Source: an optimization exercise on an open RTL-to-GDS flow (aim: small area). Production flows keep margins and buffers that such runs may drop.
Only simulation tests tie the RTL to the original design; equivalence was not proved.
Power is estimated from default activity; no workload was simulated.

==> design.v <==
`timescale 1ns / 1ps
module romimage (
    input  [2:0]  row,
    input  [3:0]  ch,
    input  [2:0]  pos,    
    output reg [11:0] word
  );
  always @* begin
    case ({row, ch, pos})
      10'd0: word = 12'h898;
      10'd1: word = 12'h818;
      10'd2: word = 12'h008;
      10'd3: word = 12'h888;
      10'd4: word = 12'h088;
      10'd5: word = 12'h008;
      10'd6: word = 12'h898;
      10'd7: word = 12'h818;
      10'd8: word = 12'h898;
      10'd9: word = 12'h898;
      10'd10: word = 12'h888;
      10'd11: word = 12'h898;
      10'd12: word = 12'h088;
      10'd13: word = 12'h098;
      10'd14: word = 12'h888;
      10'd15: word = 12'h098;
      10'd16: word = 12'h098;
      10'd17: word = 12'h09c;
      10'd18: word = 12'h09c;
      10'd19: word = 12'h898;
      10'd20: word = 12'h81c;
      10'd21: word = 12'h014;
      10'd22: word = 12'h810;
      10'd23: word = 12'h814;
      10'd24: word = 12'h094;
      10'd25: word = 12'h89c;
      10'd26: word = 12'h89c;
      10'd27: word = 12'h8dc;
      10'd28: word = 12'h8d4;
      10'd29: word = 12'h8d4;
      10'd30: word = 12'h894;
      10'd31: word = 12'h09c;
      10'd32: word = 12'h8d4;
      10'd33: word = 12'h8dc;
      10'd34: word = 12'h8d4;
      10'd35: word = 12'h89c;
      10'd36: word = 12'h8d4;
      10'd37: word = 12'h89c;
      10'd38: word = 12'h894;
      10'd39: word = 12'h89c;
      10'd40: word = 12'h8dc;
      10'd41: word = 12'h8dc;
      10'd42: word = 12'h894;
      10'd43: word = 12'h8d4;
      10'd44: word = 12'h8d4;
      10'd45: word = 12'h89c;
      10'd46: word = 12'h8d4;
      10'd47: word = 12'h8dc;
      10'd48: word = 12'h88c;
      10'd49: word = 12'h8de;
      10'd50: word = 12'h8dc;
      10'd51: word = 12'h88c;
      10'd52: word = 12'h89c;
      10'd53: word = 12'h8ce;
      10'd54: word = 12'h8dc;
      10'd55: word = 12'h8ce;
      10'd56: word = 12'heae;
      10'd57: word = 12'hcba;
      10'd58: word = 12'haba;
      10'd59: word = 12'hb8e;
      10'd60: word = 12'h9ca;
      10'd61: word = 12'heba;
      10'd62: word = 12'h88a;
      10'd63: word = 12'heea;
      10'd64: word = 12'heba;
      10'd65: word = 12'hfaa;
      10'd66: word = 12'hfba;
      10'd67: word = 12'hebe;
      10'd68: word = 12'h7ab;
      10'd69: word = 12'hf2e;
      10'd70: word = 12'heae;
      10'd71: word = 12'heae;
      10'd72: word = 12'h32a;
      10'd73: word = 12'h62b;
      10'd74: word = 12'h2ab;
      10'd75: word = 12'h6ae;
      10'd76: word = 12'h3ab;
      10'd77: word = 12'h32e;
      10'd78: word = 12'h7ae;
      10'd79: word = 12'h72a;
      10'd80: word = 12'h323;
      10'd81: word = 12'h72b;
      10'd82: word = 12'h72a;
      10'd83: word = 12'h723;
      10'd84: word = 12'h323;
      10'd85: word = 12'h72a;
      10'd86: word = 12'h32a;
      10'd87: word = 12'h72b;
      10'd88: word = 12'h723;
      10'd89: word = 12'h723;
      10'd90: word = 12'h722;
      10'd91: word = 12'h723;
      10'd92: word = 12'h723;
      10'd93: word = 12'h723;
      10'd94: word = 12'h723;
      10'd95: word = 12'h723;
      10'd96: word = 12'h702;
      10'd97: word = 12'h722;
      10'd98: word = 12'h702;
      10'd99: word = 12'h722;
      10'd100: word = 12'h722;
      10'd101: word = 12'h723;
      10'd102: word = 12'h722;
      10'd103: word = 12'h703;
      10'd104: word = 12'h702;
      10'd105: word = 12'h702;
      10'd106: word = 12'h722;
      10'd107: word = 12'h702;
      10'd108: word = 12'h722;
      10'd109: word = 12'h722;
      10'd110: word = 12'h722;
      10'd111: word = 12'h700;
      10'd112: word = 12'h722;
      10'd113: word = 12'h722;
      10'd114: word = 12'h722;
      10'd115: word = 12'h622;
      10'd116: word = 12'h622;
      10'd117: word = 12'h622;
      10'd118: word = 12'h622;
      10'd119: word = 12'h722;
      10'd120: word = 12'h620;
      10'd121: word = 12'h622;
      10'd122: word = 12'h702;
      10'd123: word = 12'h622;
      10'd124: word = 12'h622;
      10'd125: word = 12'h622;
      10'd126: word = 12'h320;
      10'd127: word = 12'h602;
      10'd128: word = 12'h818;
      10'd129: word = 12'h810;
      10'd130: word = 12'h818;
      10'd131: word = 12'h018;
      10'd132: word = 12'h810;
      10'd133: word = 12'h810;
      10'd134: word = 12'h898;
      10'd135: word = 12'h890;
      10'd136: word = 12'h098;
      10'd137: word = 12'h098;
      10'd138: word = 12'h898;
      10'd139: word = 12'h018;
      10'd140: word = 12'h898;
      10'd141: word = 12'h098;
      10'd142: word = 12'h018;
      10'd143: word = 12'h898;
      10'd144: word = 12'h09c;
      10'd145: word = 12'h098;
      10'd146: word = 12'h098;
      10'd147: word = 12'h098;
      10'd148: word = 12'h09c;
      10'd149: word = 12'h098;
      10'd150: word = 12'h098;
      10'd151: word = 12'h09c;
      10'd152: word = 12'h09c;
      10'd153: word = 12'h09c;
      10'd154: word = 12'h09c;
      10'd155: word = 12'h09c;
      10'd156: word = 12'h09c;
      10'd157: word = 12'h09c;
      10'd158: word = 12'h09c;
      10'd159: word = 12'h08c;
      10'd160: word = 12'h09c;
      10'd161: word = 12'h89c;
      10'd162: word = 12'h8cc;
      10'd163: word = 12'h88c;
      10'd164: word = 12'h89c;
      10'd165: word = 12'h88c;
      10'd166: word = 12'h8d4;
      10'd167: word = 12'h08c;
      10'd168: word = 12'h8cc;
      10'd169: word = 12'h8cc;
      10'd170: word = 12'h8ce;
      10'd171: word = 12'h8dc;
      10'd172: word = 12'h8dc;
      10'd173: word = 12'h8dc;
      10'd174: word = 12'h8c4;
      10'd175: word = 12'h8de;
      10'd176: word = 12'hcde;
      10'd177: word = 12'h8ce;
      10'd178: word = 12'hcde;
      10'd179: word = 12'hcce;
      10'd180: word = 12'hccc;
      10'd181: word = 12'hcde;
      10'd182: word = 12'hccc;
      10'd183: word = 12'hcde;
      10'd184: word = 12'hefe;
      10'd185: word = 12'hcfe;
      10'd186: word = 12'hcbe;
      10'd187: word = 12'hebe;
      10'd188: word = 12'hebe;
      10'd189: word = 12'hcbf;
      10'd190: word = 12'hc9b;
      10'd191: word = 12'hebf;
      10'd192: word = 12'hebf;
      10'd193: word = 12'hfbf;
      10'd194: word = 12'hebe;
      10'd195: word = 12'hfb6;
      10'd196: word = 12'hebb;
      10'd197: word = 12'h6bf;
      10'd198: word = 12'h6b2;
      10'd199: word = 12'hebe;
      10'd200: word = 12'h7b7;
      10'd201: word = 12'h7af;
      10'd202: word = 12'h7af;
      10'd203: word = 12'hfb7;
      10'd204: word = 12'h7b3;
      10'd205: word = 12'h73f;
      10'd206: word = 12'h72f;
      10'd207: word = 12'hf2b;
      10'd208: word = 12'h723;
      10'd209: word = 12'h323;
      10'd210: word = 12'h323;
      10'd211: word = 12'h7a7;
      10'd212: word = 12'h327;
      10'd213: word = 12'h327;
      10'd214: word = 12'h38f;
      10'd215: word = 12'h397;
      10'd216: word = 12'h302;
      10'd217: word = 12'h322;
      10'd218: word = 12'h703;
      10'd219: word = 12'h322;
      10'd220: word = 12'h302;
      10'd221: word = 12'h302;
      10'd222: word = 12'h703;
      10'd223: word = 12'h703;
      10'd224: word = 12'h702;
      10'd225: word = 12'h702;
      10'd226: word = 12'h302;
      10'd227: word = 12'h702;
      10'd228: word = 12'h302;
      10'd229: word = 12'h302;
      10'd230: word = 12'h302;
      10'd231: word = 12'h302;
      10'd232: word = 12'h702;
      10'd233: word = 12'h702;
      10'd234: word = 12'h702;
      10'd235: word = 12'h702;
      10'd236: word = 12'h702;
      10'd237: word = 12'h702;
      10'd238: word = 12'h702;
      10'd239: word = 12'h702;
      10'd240: word = 12'h602;
      10'd241: word = 12'h702;
      10'd242: word = 12'h622;
      10'd243: word = 12'h720;
      10'd244: word = 12'h602;
      10'd245: word = 12'h722;
      10'd246: word = 12'h502;
      10'd247: word = 12'h702;
      10'd248: word = 12'h420;
      10'd249: word = 12'h620;
      10'd250: word = 12'h620;
      10'd251: word = 12'h422;
      10'd252: word = 12'h600;
      10'd253: word = 12'h620;
      10'd254: word = 12'h400;
      10'd255: word = 12'h620;
      10'd256: word = 12'h010;
      10'd258: word = 12'h800;
      10'd260: word = 12'h810;
      10'd263: word = 12'h008;
      10'd264: word = 12'h008;
      10'd265: word = 12'h01c;
      10'd266: word = 12'h01c;
      10'd267: word = 12'h018;
      10'd268: word = 12'h094;
      10'd269: word = 12'h090;
      10'd270: word = 12'h008;
      10'd271: word = 12'h008;
      10'd272: word = 12'h08c;
      10'd273: word = 12'h01c;
      10'd274: word = 12'h08c;
      10'd275: word = 12'h09c;
      10'd276: word = 12'h01c;
      10'd277: word = 12'h09c;
      10'd278: word = 12'h00c;
      10'd279: word = 12'h00c;
      10'd280: word = 12'h08c;
      10'd281: word = 12'h08c;
      10'd282: word = 12'h09c;
      10'd283: word = 12'h40c;
      10'd284: word = 12'h48c;
      10'd285: word = 12'h41c;
      10'd286: word = 12'h09c;
      10'd287: word = 12'h48c;
      10'd288: word = 12'h08c;
      10'd289: word = 12'h09c;
      10'd290: word = 12'h48c;
      10'd291: word = 12'h49e;
      10'd292: word = 12'h48e;
      10'd293: word = 12'h01c;
      10'd294: word = 12'h09e;
      10'd295: word = 12'h01e;
      10'd296: word = 12'h49e;
      10'd297: word = 12'h8de;
      10'd298: word = 12'h09e;
      10'd299: word = 12'h88e;
      10'd300: word = 12'hccc;
      10'd301: word = 12'h08c;
      10'd302: word = 12'hccc;
      10'd303: word = 12'h09c;
      10'd304: word = 12'hcde;
      10'd305: word = 12'hcde;
      10'd306: word = 12'hcde;
      10'd307: word = 12'hcde;
      10'd308: word = 12'hcde;
      10'd309: word = 12'hcde;
      10'd310: word = 12'h49e;
      10'd311: word = 12'hcde;
      10'd312: word = 12'hcfe;
      10'd313: word = 12'heff;
      10'd314: word = 12'hcdf;
      10'd315: word = 12'hefe;
      10'd316: word = 12'hfde;
      10'd317: word = 12'hefe;
      10'd318: word = 12'hedf;
      10'd319: word = 12'hfdf;
      10'd320: word = 12'hfbf;
      10'd321: word = 12'hfff;
      10'd322: word = 12'hfff;
      10'd323: word = 12'hfff;
      10'd324: word = 12'h7bf;
      10'd325: word = 12'hfff;
      10'd326: word = 12'hfff;
      10'd327: word = 12'h7ff;
      10'd328: word = 12'h7bf;
      10'd329: word = 12'h7bf;
      10'd330: word = 12'h7bf;
      10'd331: word = 12'h79f;
      10'd332: word = 12'h7b7;
      10'd333: word = 12'h7bf;
      10'd334: word = 12'h79e;
      10'd335: word = 12'h79e;
      10'd336: word = 12'h786;
      10'd337: word = 12'h792;
      10'd338: word = 12'h7bb;
      10'd339: word = 12'h737;
      10'd340: word = 12'h7aa;
      10'd341: word = 12'h73e;
      10'd342: word = 12'h78a;
      10'd343: word = 12'h7aa;
      10'd344: word = 12'h702;
      10'd345: word = 12'h302;
      10'd346: word = 12'h312;
      10'd347: word = 12'h392;
      10'd348: word = 12'h700;
      10'd349: word = 12'h712;
      10'd350: word = 12'h782;
      10'd351: word = 12'h302;
      10'd352: word = 12'h302;
      10'd353: word = 12'h302;
      10'd354: word = 12'h312;
      10'd355: word = 12'h300;
      10'd356: word = 12'h302;
      10'd357: word = 12'h300;
      10'd358: word = 12'h302;
      10'd359: word = 12'h302;
      10'd360: word = 12'h302;
      10'd361: word = 12'h300;
      10'd362: word = 12'h702;
      10'd363: word = 12'h302;
      10'd364: word = 12'h700;
      10'd365: word = 12'h302;
      10'd366: word = 12'h302;
      10'd367: word = 12'h300;
      10'd369: word = 12'h600;
      10'd370: word = 12'h300;
      10'd371: word = 12'h600;
      10'd372: word = 12'h702;
      10'd373: word = 12'h502;
      10'd374: word = 12'h602;
      10'd375: word = 12'h302;
      10'd377: word = 12'h420;
      10'd378: word = 12'h400;
      10'd379: word = 12'h400;
      10'd380: word = 12'h420;
      10'd381: word = 12'h420;
      10'd383: word = 12'h420;
      10'd384: word = 12'h002;
      10'd386: word = 12'h042;
      10'd388: word = 12'h002;
      10'd390: word = 12'h040;
      10'd391: word = 12'h002;
      10'd392: word = 12'h006;
      10'd393: word = 12'h00c;
      10'd394: word = 12'h00c;
      10'd395: word = 12'h00e;
      10'd396: word = 12'h400;
      10'd397: word = 12'h406;
      10'd398: word = 12'h002;
      10'd399: word = 12'h40e;
      10'd400: word = 12'h40c;
      10'd401: word = 12'h40e;
      10'd402: word = 12'h00c;
      10'd403: word = 12'h00e;
      10'd404: word = 12'h00e;
      10'd405: word = 12'h40e;
      10'd406: word = 12'h08e;
      10'd407: word = 12'h00e;
      10'd408: word = 12'h40c;
      10'd409: word = 12'h40c;
      10'd410: word = 12'h40c;
      10'd411: word = 12'h48c;
      10'd412: word = 12'h40c;
      10'd413: word = 12'h40e;
      10'd414: word = 12'h40c;
      10'd415: word = 12'h48e;
      10'd416: word = 12'h40c;
      10'd417: word = 12'h40e;
      10'd418: word = 12'h40c;
      10'd419: word = 12'h48c;
      10'd420: word = 12'h41e;
      10'd421: word = 12'h48c;
      10'd422: word = 12'h41e;
      10'd423: word = 12'h48e;
      10'd424: word = 12'h41e;
      10'd425: word = 12'hcde;
      10'd426: word = 12'h49e;
      10'd427: word = 12'h4de;
      10'd428: word = 12'hcde;
      10'd429: word = 12'h44e;
      10'd430: word = 12'h44c;
      10'd431: word = 12'h4de;
      10'd432: word = 12'hcde;
      10'd433: word = 12'hcde;
      10'd434: word = 12'hcde;
      10'd435: word = 12'hcde;
      10'd436: word = 12'hcde;
      10'd437: word = 12'hcde;
      10'd438: word = 12'h4de;
      10'd439: word = 12'hc9e;
      10'd440: word = 12'hcdf;
      10'd441: word = 12'hdff;
      10'd442: word = 12'hdfe;
      10'd443: word = 12'hcdf;
      10'd444: word = 12'hcde;
      10'd445: word = 12'hede;
      10'd446: word = 12'heff;
      10'd447: word = 12'hcde;
      10'd448: word = 12'h7ff;
      10'd449: word = 12'hfff;
      10'd450: word = 12'hfff;
      10'd451: word = 12'hfff;
      10'd452: word = 12'hfbf;
      10'd453: word = 12'hfbf;
      10'd454: word = 12'h7ff;
      10'd455: word = 12'hfff;
      10'd456: word = 12'h7bf;
      10'd457: word = 12'h7bf;
      10'd458: word = 12'h7bf;
      10'd459: word = 12'h7bf;
      10'd460: word = 12'h7bf;
      10'd461: word = 12'h7bf;
      10'd462: word = 12'h7be;
      10'd463: word = 12'h79f;
      10'd464: word = 12'h798;
      10'd465: word = 12'h792;
      10'd466: word = 12'h7b5;
      10'd467: word = 12'h39b;
      10'd468: word = 12'h7b3;
      10'd469: word = 12'h397;
      10'd470: word = 12'h393;
      10'd471: word = 12'h7b5;
      10'd472: word = 12'h390;
      10'd473: word = 12'h310;
      10'd474: word = 12'h390;
      10'd475: word = 12'h392;
      10'd476: word = 12'h790;
      10'd477: word = 12'h710;
      10'd478: word = 12'h790;
      10'd479: word = 12'h792;
      10'd480: word = 12'h310;
      10'd481: word = 12'h310;
      10'd482: word = 12'h310;
      10'd483: word = 12'h312;
      10'd484: word = 12'h310;
      10'd485: word = 12'h310;
      10'd486: word = 12'h310;
      10'd487: word = 12'h312;
      10'd488: word = 12'h310;
      10'd489: word = 12'h310;
      10'd490: word = 12'h300;
      10'd491: word = 12'h300;
      10'd492: word = 12'h380;
      10'd493: word = 12'h300;
      10'd494: word = 12'h302;
      10'd495: word = 12'h380;
      10'd496: word = 12'h100;
      10'd497: word = 12'h080;
      10'd498: word = 12'h280;
      10'd500: word = 12'h200;
      10'd501: word = 12'h210;
      10'd502: word = 12'h100;
      10'd503: word = 12'h010;
      10'd504: word = 12'h080;
      10'd505: word = 12'h001;
      10'd507: word = 12'h081;
      10'd508: word = 12'h001;
      10'd509: word = 12'h081;
      10'd510: word = 12'h081;
      10'd511: word = 12'h081;
      10'd512: word = 12'h046;
      10'd513: word = 12'h042;
      10'd514: word = 12'h046;
      10'd515: word = 12'h002;
      10'd516: word = 12'h446;
      10'd517: word = 12'h442;
      10'd518: word = 12'h006;
      10'd519: word = 12'h402;
      10'd520: word = 12'h406;
      10'd521: word = 12'h406;
      10'd522: word = 12'h446;
      10'd523: word = 12'h006;
      10'd524: word = 12'h046;
      10'd525: word = 12'h046;
      10'd526: word = 12'h046;
      10'd527: word = 12'h046;
      10'd528: word = 12'h406;
      10'd529: word = 12'h40e;
      10'd530: word = 12'h40e;
      10'd531: word = 12'h40e;
      10'd532: word = 12'h40e;
      10'd533: word = 12'h40e;
      10'd534: word = 12'h40e;
      10'd535: word = 12'h406;
      10'd536: word = 12'h40e;
      10'd537: word = 12'h40e;
      10'd538: word = 12'h40e;
      10'd539: word = 12'h40e;
      10'd540: word = 12'h40e;
      10'd541: word = 12'h40e;
      10'd542: word = 12'h40e;
      10'd543: word = 12'h40e;
      10'd544: word = 12'h40e;
      10'd545: word = 12'h44c;
      10'd546: word = 12'hc4e;
      10'd547: word = 12'h40c;
      10'd548: word = 12'hc0e;
      10'd549: word = 12'hc4c;
      10'd550: word = 12'hc0c;
      10'd551: word = 12'hc0c;
      10'd552: word = 12'hc4c;
      10'd553: word = 12'hc4c;
      10'd554: word = 12'hc5e;
      10'd555: word = 12'hc4e;
      10'd556: word = 12'h44c;
      10'd557: word = 12'hc5e;
      10'd558: word = 12'hc58;
      10'd559: word = 12'hc5e;
      10'd560: word = 12'hcde;
      10'd561: word = 12'hc5c;
      10'd562: word = 12'hcdc;
      10'd563: word = 12'hc5e;
      10'd564: word = 12'hcce;
      10'd565: word = 12'hcdc;
      10'd566: word = 12'hcdc;
      10'd567: word = 12'hc5e;
      10'd568: word = 12'hddf;
      10'd569: word = 12'h4df;
      10'd570: word = 12'hcdf;
      10'd571: word = 12'hddf;
      10'd572: word = 12'hddf;
      10'd573: word = 12'hcfe;
      10'd574: word = 12'h5f7;
      10'd575: word = 12'h4c6;
      10'd576: word = 12'h5ff;
      10'd577: word = 12'h7df;
      10'd578: word = 12'h5ff;
      10'd579: word = 12'h5f7;
      10'd580: word = 12'h7f3;
      10'd581: word = 12'h5bf;
      10'd582: word = 12'h7bf;
      10'd583: word = 12'h7db;
      10'd584: word = 12'h7bf;
      10'd585: word = 12'h7b9;
      10'd586: word = 12'h7b9;
      10'd587: word = 12'h3f7;
      10'd588: word = 12'h7b1;
      10'd589: word = 12'h7b3;
      10'd590: word = 12'h3bf;
      10'd591: word = 12'h771;
      10'd592: word = 12'h3b1;
      10'd593: word = 12'h331;
      10'd594: word = 12'h339;
      10'd595: word = 12'h7b1;
      10'd596: word = 12'h731;
      10'd597: word = 12'h711;
      10'd598: word = 12'h719;
      10'd599: word = 12'h31d;
      10'd600: word = 12'h310;
      10'd601: word = 12'h311;
      10'd602: word = 12'h3b0;
      10'd603: word = 12'h391;
      10'd604: word = 12'h330;
      10'd605: word = 12'h3b1;
      10'd606: word = 12'h390;
      10'd607: word = 12'h391;
      10'd608: word = 12'h390;
      10'd609: word = 12'h310;
      10'd610: word = 12'h390;
      10'd611: word = 12'h390;
      10'd612: word = 12'h310;
      10'd613: word = 12'h310;
      10'd614: word = 12'h390;
      10'd615: word = 12'h310;
      10'd616: word = 12'h390;
      10'd617: word = 12'h390;
      10'd618: word = 12'h390;
      10'd619: word = 12'h390;
      10'd620: word = 12'h390;
      10'd621: word = 12'h390;
      10'd622: word = 12'h390;
      10'd623: word = 12'h390;
      10'd624: word = 12'h190;
      10'd625: word = 12'h390;
      10'd626: word = 12'h191;
      10'd627: word = 12'h381;
      10'd628: word = 12'h181;
      10'd629: word = 12'h281;
      10'd630: word = 12'h391;
      10'd631: word = 12'h091;
      10'd632: word = 12'h081;
      10'd633: word = 12'h181;
      10'd634: word = 12'h181;
      10'd635: word = 12'h191;
      10'd636: word = 12'h081;
      10'd637: word = 12'h180;
      10'd638: word = 12'h190;
      10'd639: word = 12'h080;
      10'd640: word = 12'h446;
      10'd641: word = 12'h046;
      10'd642: word = 12'h004;
      10'd643: word = 12'h446;
      10'd644: word = 12'h406;
      10'd645: word = 12'h406;
      10'd646: word = 12'h446;
      10'd647: word = 12'h444;
      10'd648: word = 12'h446;
      10'd649: word = 12'h446;
      10'd650: word = 12'h446;
      10'd651: word = 12'h406;
      10'd652: word = 12'h446;
      10'd653: word = 12'h444;
      10'd654: word = 12'h444;
      10'd655: word = 12'h404;
      10'd656: word = 12'h406;
      10'd657: word = 12'h40e;
      10'd658: word = 12'h40e;
      10'd659: word = 12'h40e;
      10'd660: word = 12'h446;
      10'd661: word = 12'h04e;
      10'd662: word = 12'h04e;
      10'd663: word = 12'h446;
      10'd664: word = 12'h44e;
      10'd665: word = 12'h40a;
      10'd666: word = 12'h40a;
      10'd667: word = 12'hc0a;
      10'd668: word = 12'h40e;
      10'd669: word = 12'hc0a;
      10'd670: word = 12'h44e;
      10'd671: word = 12'h00a;
      10'd672: word = 12'hc4a;
      10'd673: word = 12'hc4a;
      10'd674: word = 12'hc4a;
      10'd675: word = 12'hc4e;
      10'd676: word = 12'h44e;
      10'd677: word = 12'h44a;
      10'd678: word = 12'hc4e;
      10'd679: word = 12'hc4e;
      10'd680: word = 12'hc4e;
      10'd681: word = 12'hc4a;
      10'd682: word = 12'hc4a;
      10'd683: word = 12'hc4e;
      10'd684: word = 12'h44e;
      10'd685: word = 12'hc48;
      10'd686: word = 12'h44a;
      10'd687: word = 12'h44e;
      10'd688: word = 12'hc4e;
      10'd689: word = 12'h45c;
      10'd690: word = 12'h44c;
      10'd691: word = 12'h44c;
      10'd692: word = 12'hc4c;
      10'd693: word = 12'hc5e;
      10'd694: word = 12'h4dc;
      10'd695: word = 12'hc5c;
      10'd696: word = 12'h5dd;
      10'd697: word = 12'h457;
      10'd698: word = 12'h5d4;
      10'd699: word = 12'h7dd;
      10'd700: word = 12'h4d6;
      10'd701: word = 12'h7dd;
      10'd702: word = 12'h45f;
      10'd703: word = 12'h754;
      10'd704: word = 12'h5d7;
      10'd705: word = 12'h7d5;
      10'd706: word = 12'h5d7;
      10'd707: word = 12'h7d7;
      10'd708: word = 12'h795;
      10'd709: word = 12'h7d7;
      10'd710: word = 12'h3d5;
      10'd711: word = 12'h3d5;
      10'd712: word = 12'h315;
      10'd713: word = 12'h1b5;
      10'd714: word = 12'h535;
      10'd715: word = 12'h735;
      10'd716: word = 12'h735;
      10'd717: word = 12'h135;
      10'd718: word = 12'h1b5;
      10'd719: word = 12'h535;
      10'd720: word = 12'h3b1;
      10'd721: word = 12'h335;
      10'd722: word = 12'h335;
      10'd723: word = 12'h335;
      10'd724: word = 12'h391;
      10'd725: word = 12'h395;
      10'd726: word = 12'h391;
      10'd727: word = 12'h311;
      10'd728: word = 12'h3b1;
      10'd729: word = 12'h3b1;
      10'd730: word = 12'h391;
      10'd731: word = 12'h3b1;
      10'd732: word = 12'h3b1;
      10'd733: word = 12'h3b1;
      10'd734: word = 12'h311;
      10'd735: word = 12'h3b1;
      10'd736: word = 12'h390;
      10'd737: word = 12'h391;
      10'd738: word = 12'h391;
      10'd739: word = 12'h391;
      10'd740: word = 12'h390;
      10'd741: word = 12'h391;
      10'd742: word = 12'h391;
      10'd743: word = 12'h381;
      10'd744: word = 12'h390;
      10'd745: word = 12'h390;
      10'd746: word = 12'h391;
      10'd747: word = 12'h390;
      10'd748: word = 12'h391;
      10'd749: word = 12'h381;
      10'd750: word = 12'h390;
      10'd751: word = 12'h381;
      10'd752: word = 12'h391;
      10'd753: word = 12'h391;
      10'd754: word = 12'h391;
      10'd755: word = 12'h191;
      10'd756: word = 12'h191;
      10'd757: word = 12'h391;
      10'd758: word = 12'h190;
      10'd759: word = 12'h391;
      10'd760: word = 12'h181;
      10'd761: word = 12'h191;
      10'd762: word = 12'h191;
      10'd763: word = 12'h190;
      10'd764: word = 12'h390;
      10'd765: word = 12'h380;
      10'd766: word = 12'h390;
      10'd767: word = 12'h390;
      default: word = 12'h000;
    endcase
  end
endmodule
`timescale 1ns / 1ps
module toplevel(
    input clock,
    input reset,
    output led_sclk,
    output [6:1] led_l_sin,
    output [6:1] led_r_sin,
    input led_xerr,
    output led_mode,
    output led_blank,
    output led_xlat,
    output led_gsclk,
    output cpld_p8,
    output status_yellow,
    output status_orange,
    output status_red,
    output cpld_p2
  );
  reg [2:0] ph;
  reg [3:0] b;
  reg [3:0] ch;
  reg [4:0] hi;
  reg [9:0] blank_count;
  wire ph_end   = ph == 3'd7;
  wire b_end    = b == 4'd15;
  wire last     = hi == 5'd21 && ch == 4'd5 && b == 4'd8;    
  wire pre_last = hi == 5'd21 && ch == 4'd5 && b == 4'd7;    
  wire shifting = hi < 5'd3;
  wire phase    = ph[2] ^ ph[1];                              
  always @(posedge clock) begin
    if (reset) begin
      ph <= 3'd6;
      b  <= 4'd8;
      ch <= 4'd5;
      hi <= 5'd21;
      blank_count <= 0;
    end else begin
      ph <= ph + 3'd1;
      if (ph_end) begin
        if (last) begin
          b  <= 4'd4;
          ch <= 4'd0;
          hi <= 5'd0;
        end else begin
          b <= b_end ? 4'd4 : b + 4'd1;
          if (b_end) begin
            ch <= ch + 4'd1;
            if (ch == 4'd15)
              hi <= hi + 5'd1;
          end
        end
        if (pre_last)
          blank_count <= blank_count + 10'd1;
      end
    end
  end
  wire [11:0] word;
  romimage rom (
    .row(blank_count[2:0]),
    .ch(ch),
    .pos(b[2:0]),
    .word(word)
  );
  assign {led_r_sin, led_l_sin} = (shifting && b[3]) ? word : 12'h000;
  assign led_sclk      = phase && shifting;
  assign led_gsclk     = phase && !last;
  assign led_blank     = (pre_last && ph_end) || (last && ph <= 3'd5);
  assign led_xlat      = last && ph <= 3'd4;
  assign led_mode      = 0;
  assign status_yellow = blank_count[9];
  assign status_orange = 0;
  assign status_red    = !led_xerr;  
  assign cpld_p8       = led_blank;  
  assign cpld_p2       = 1;          
endmodule
==> run.sh <==
#!/bin/bash
# synth_recipe.tcl (not shown) runs the flow's synth.tcl, then flattens the netlist and writes it again
# the make line also repeats each setting of config.mk as NAME=value (left out here)
make -C /OpenROAD-flow-scripts/flow DESIGN_CONFIG=/design/flow/config.mk WORK_HOME=/design/flow/orfs CLKGATE_MAP_FILE= SYNTH_SCRIPT=/design/flow/synth_recipe.tcl finish
==> config.mk <==
export PLATFORM = sky130hd
export DESIGN_NAME = toplevel
export DESIGN_NICKNAME = toplevel
export VERILOG_FILES = /design/flow/design.v
export SDC_FILE = /design/flow/constraint.sdc
export NUM_CORES = 4
export LEC_CHECK = 0
export CAP_MARGIN = 20
export CORE_MARGIN = 2
export CORE_UTILIZATION = 40
export SLEW_MARGIN = 20
export SYNTH_MEMORY_MAX_BITS = 65536
==> constraint.sdc <==
create_clock -name core_clock -period 10.0 [get_ports {clock}]
set_input_delay 2.0000 -clock core_clock [delete_from_list [all_inputs] [get_ports {clock}]]
set_output_delay 2.0000 -clock core_clock [all_outputs]
set_load 0.01 [all_outputs]
==> key figures <==
Routing
  – Initial drt markers: 1,800
  – Vias per cell: 7.648
  – Routed Wire Length: 30.58 mm
  – WL/cell: 30.85 µm
  – Antenna viol nets, final: 0
  – DR DRC count: 0
  – DR vias: 7,579
  – Initial DRT Pass Iterations: 9

Timing
  – Minimum clock period: 6.538 ns
  – Fin crit share: 65.38%
  – Fin. Hold Viols: 0
  – Slew headroom: 36.37%
  – Fin Setup TNS: 0 ns
  – Clock skew: 0.007952 ns
  – Final Max Tran Viols: 0
  – Worst slew pin tran: 0.9514 ns
  – Setup violators final: 0
  – RSZ-0062 raised after global routing: no
  – Max Clock Freq: 152.9 MHz

CTS
  – # hold bufs at CTS: 0
  – Clock Latency Late Sink: 0.27 ns
  – Clock buffer depth: 2
  – Resized cells post-CTS: 0
  – Root buffer cell: clkbuf_16
  – CTS Sinks: 26
  – Post-CTS setup buffers: 0
  – Reg clk slew, reported paths: 0.07 ns
  – CTS Buf Count: 3
  – CTS tree: done
  – H-tree levels: 1

Worst setup path
  – CP Cell Sequence: inv_1, ha_1, and2b_1, o21ai_0, a21oi_1, a21oi_1, o211ai_1, o31ai_1, clkdlybuf4s50_1
  – Slowest stage cell, crit path: ha_1
  – Kind of critical path: reg -> out
  – Arr. time, crit path: 4.54 ns
  – CP delay by family, top: compound AO/OA/AOI/OAI gates
  – Worst Path Max Fanout: 20
  – Buf+Inv Stages, Crit Path: 2
  – Slowest stage delay, CP: 0.91 ns
  – Critical Path RT: 8.00 ns
  – Startpoint types: register
  – Crit path top cell by count: a21oi_1
  – CP endpoint kind: output pin

Yosys
  – Syn Area/Cell: 6.580 µm²
  – Synth Cell Area: 5712 µm²
  – Main synth FF type: dfxtp_1
  – Synth async-reset ratio: 0%
  – Netlist cell types: 76
  – Synth Instances: 868
  – Synth warn: 2
  – #FFs+latches synth: 26
  – Post-synth EDFFs: 0
  – Seq/Total Area, Yosys: 9.113%

Min path
  – Tightest Hold Check Type: reg -> reg

Final layout
  – Area of the multi-input gates: 4613 µm²
  – Final core utilization: 42.08%
  – Layout filler cell count: 1,476
  – Layout Nets: 855
  – Layout cell share with drive strength beyond 1: 5.549%
  – Diodes inserted: 0
  – Seq. cell area: 530.5 µm²
  – Area Growth Syn to Fin: 2.672%

Placement
  – Port bufs: 21
  – Post-DP HPWL: 20.80 mm
  – GPL Wtd Cong: 1.156

Run status
  – Status: complete, no violations

Floorplanning
  – Core box area: 13,930 µm²
  – Starting Density: 40.99%
  – Die area: 15,250 µm²
  – Die span in y: 123.5 µm
  – Rows: 43
  – Die Wd: 123.5 µm
  – I/O pins: 25

Global route
  – First-pass GRT wire length: 44.99 mm
  – Grt ovf: 0
  – GR Util All Layers: 40.13%
  – Vias in the first global route: 6,825
  – Largest net degree at the start of global routing: 79
  – Initial antenna violation count: 1

Pwr
  – PD cells: 136.9 nW/µm²
  – Leak: 1.936 nW
  – Worst VDD drop: 102.1 µV

Run
  – Max-cap violations: 0
-- logic make-up after synthesis --
kind of cell	count (synthesis)	share of synthesized area [%]
buffers and inverters	120	10.21
adder cells (fa/ha/maj)	40	8.762
AO/OA/AOI/OAI	340	39.74
other	2	0.1315
multiplexers	5	1.095
flip-flops	26	9.113
XOR/XNOR	15	2.300
AND/OR/NAND/NOR	320	28.65
-- registers in the layout, indices dropped and copies added, names as in the netlist --
| signal | flops |
|---|---|
| hi | 5 |
| ch | 4 |
| b | 4 |
| ph | 3 |
| blank_count | 10 |
-- power by group --
part	internal, mW	leakage (nW)	switching (mW)
Sequential	0.113	0.213	0.0477
Clock	0.0613	0.0442	0.0371
Combinational	0.162	1.68	0.382
Total	0.336	1.94	0.467
-- final timing paths --
path	start	end	slack [ns]	cells past startpoint
setup / recovery	b[0]	led_l_sin[2]	3.46	9
setup reg to reg	b[0]	ch[3]	6.69	7
hold reg to reg	ph[0]	ph[0]	0.49	1
hold / removal	ph[0]	ph[0]	0.49	1
-- cells in the mapped netlist (all sizes together) (5+ instances only) --
cell,count,area [µm²]
o21ai,80,400.4
nor2,74,282.8
a21oi,70,354.1
nand2,67,251.5
buf,59,354.1
clkbuf,40,150.1
ha,40,500.5
nor3,32,170.2
nand3,28,145.1
a31oi,27,168.9
dfxtp,26,520.5
nand2b,22,137.6
nor2b,20,127.6
inv,19,71.32
a211oi,18,140.1
o31ai,18,135.1
o211ai,17,127.6
and2,14,87.58
nand4,12,75.07
nor4,12,75.07
o311ai,11,96.34
a311oi,10,87.58
and3,10,62.56
o2111ai,10,87.58
o22ai,9,56.30
xor2,8,70.07
a2111oi,7,61.31
or3,7,48.80
xnor2,7,61.31
a21boi,6,45.04
a221oi,6,52.55
o21a,6,45.04
o32ai,6,52.55
or2,5,31.28
-- routing by layer --
| metal | wire, µm | global-route usage, % |
|---|---|---|
| met5 | 0 | 0 |
| met4 | 2691 | 23.79 |
| met3 | 4658 | 14.07 |
| met2 | 11770 | 54.84 |
| met1 | 11460 | 53.55 |
-- layout make-up --
cell class	count	area share (%)
multi-input cells	723	78.66
clock buffers	4	1.515
inverters	21	1.344
repair buffers	37	5.590
flip-flops and latches	26	9.046
well taps	180	3.840
-- placed cells by master (no fill, tap or decap), drive strengths merged, types with 8 or more instances in the layout --
master | netlist | routed
a211oi | 18 | 18
a21oi | 70 | 70
a311oi | 10 | 10
a31oi | 27 | 27
and2 | 14 | 14
and3 | 10 | 10
buf | 59 | 15
clkdlybuf4s50 | 0 | 21
dfxtp | 26 | 26
ha | 40 | 40
inv | 19 | 19
nand2 | 67 | 67
nand2b | 22 | 22
nand3 | 28 | 28
nand4 | 12 | 12
nor2 | 74 | 74
nor2b | 20 | 20
nor3 | 32 | 32
nor4 | 12 | 12
o2111ai | 10 | 10
o211ai | 17 | 17
o21ai | 80 | 80
o22ai | 9 | 9
o311ai | 11 | 11
o31ai | 18 | 18
xor2 | 8 | 8
-- through the flow --
stage / hold WS [ns] / power, mW / area [µm²] / setup slack, ns / instances
floorplan: 0.4444 / 0.5019 / 5715 / 5.439 / 869
CTS: 0.4910 / 0.7649 / 5858 / 3.798 / 990
detailed placement: 0.4740 / 0.6636 / 5769 / 4.115 / 986
global route: 0.5459 / 0.8324 / 5864 / 3.327 / 991
finish: 0.4876 / 0.8030 / 5864 / 3.462 / 991
global placement: 0.4703 / 0.6839 / 5769 / 4.098 / 986

## what the ideal ports hide
The flow's constraints put no driver on any port. The routed layout listed below was extracted and timed again, unchanged, in two steps.
Step 1 sets driving cells, clkbuf_16 on the clock port and buf_2 on the other inputs (assumed; they add their load-dependent delay and slew).
Step 2 times the ports against the registers' clock, not the clock port: input delays grow and output delays shrink by t, the midpoint of the rising clock arrivals with the driver on.
Slacks: no drivers / after step 1 / after step 2; pairs: no drivers / after step 1.
shift t [ns]: 0.294
setup WS [ns]: 3.462 / 3.431 / 3.725
hold slack, ns: 0.488 / 0.488 / 0.488
worst register clock-pin slew, ns: 0.07 / 0.07
worst slew at a driven data input, ns: 0.03
After both steps setup and hold are still met in this run. For this run, drivers alone change the setup slack by -0.031 ns; drivers and shift together by +0.263 ns.
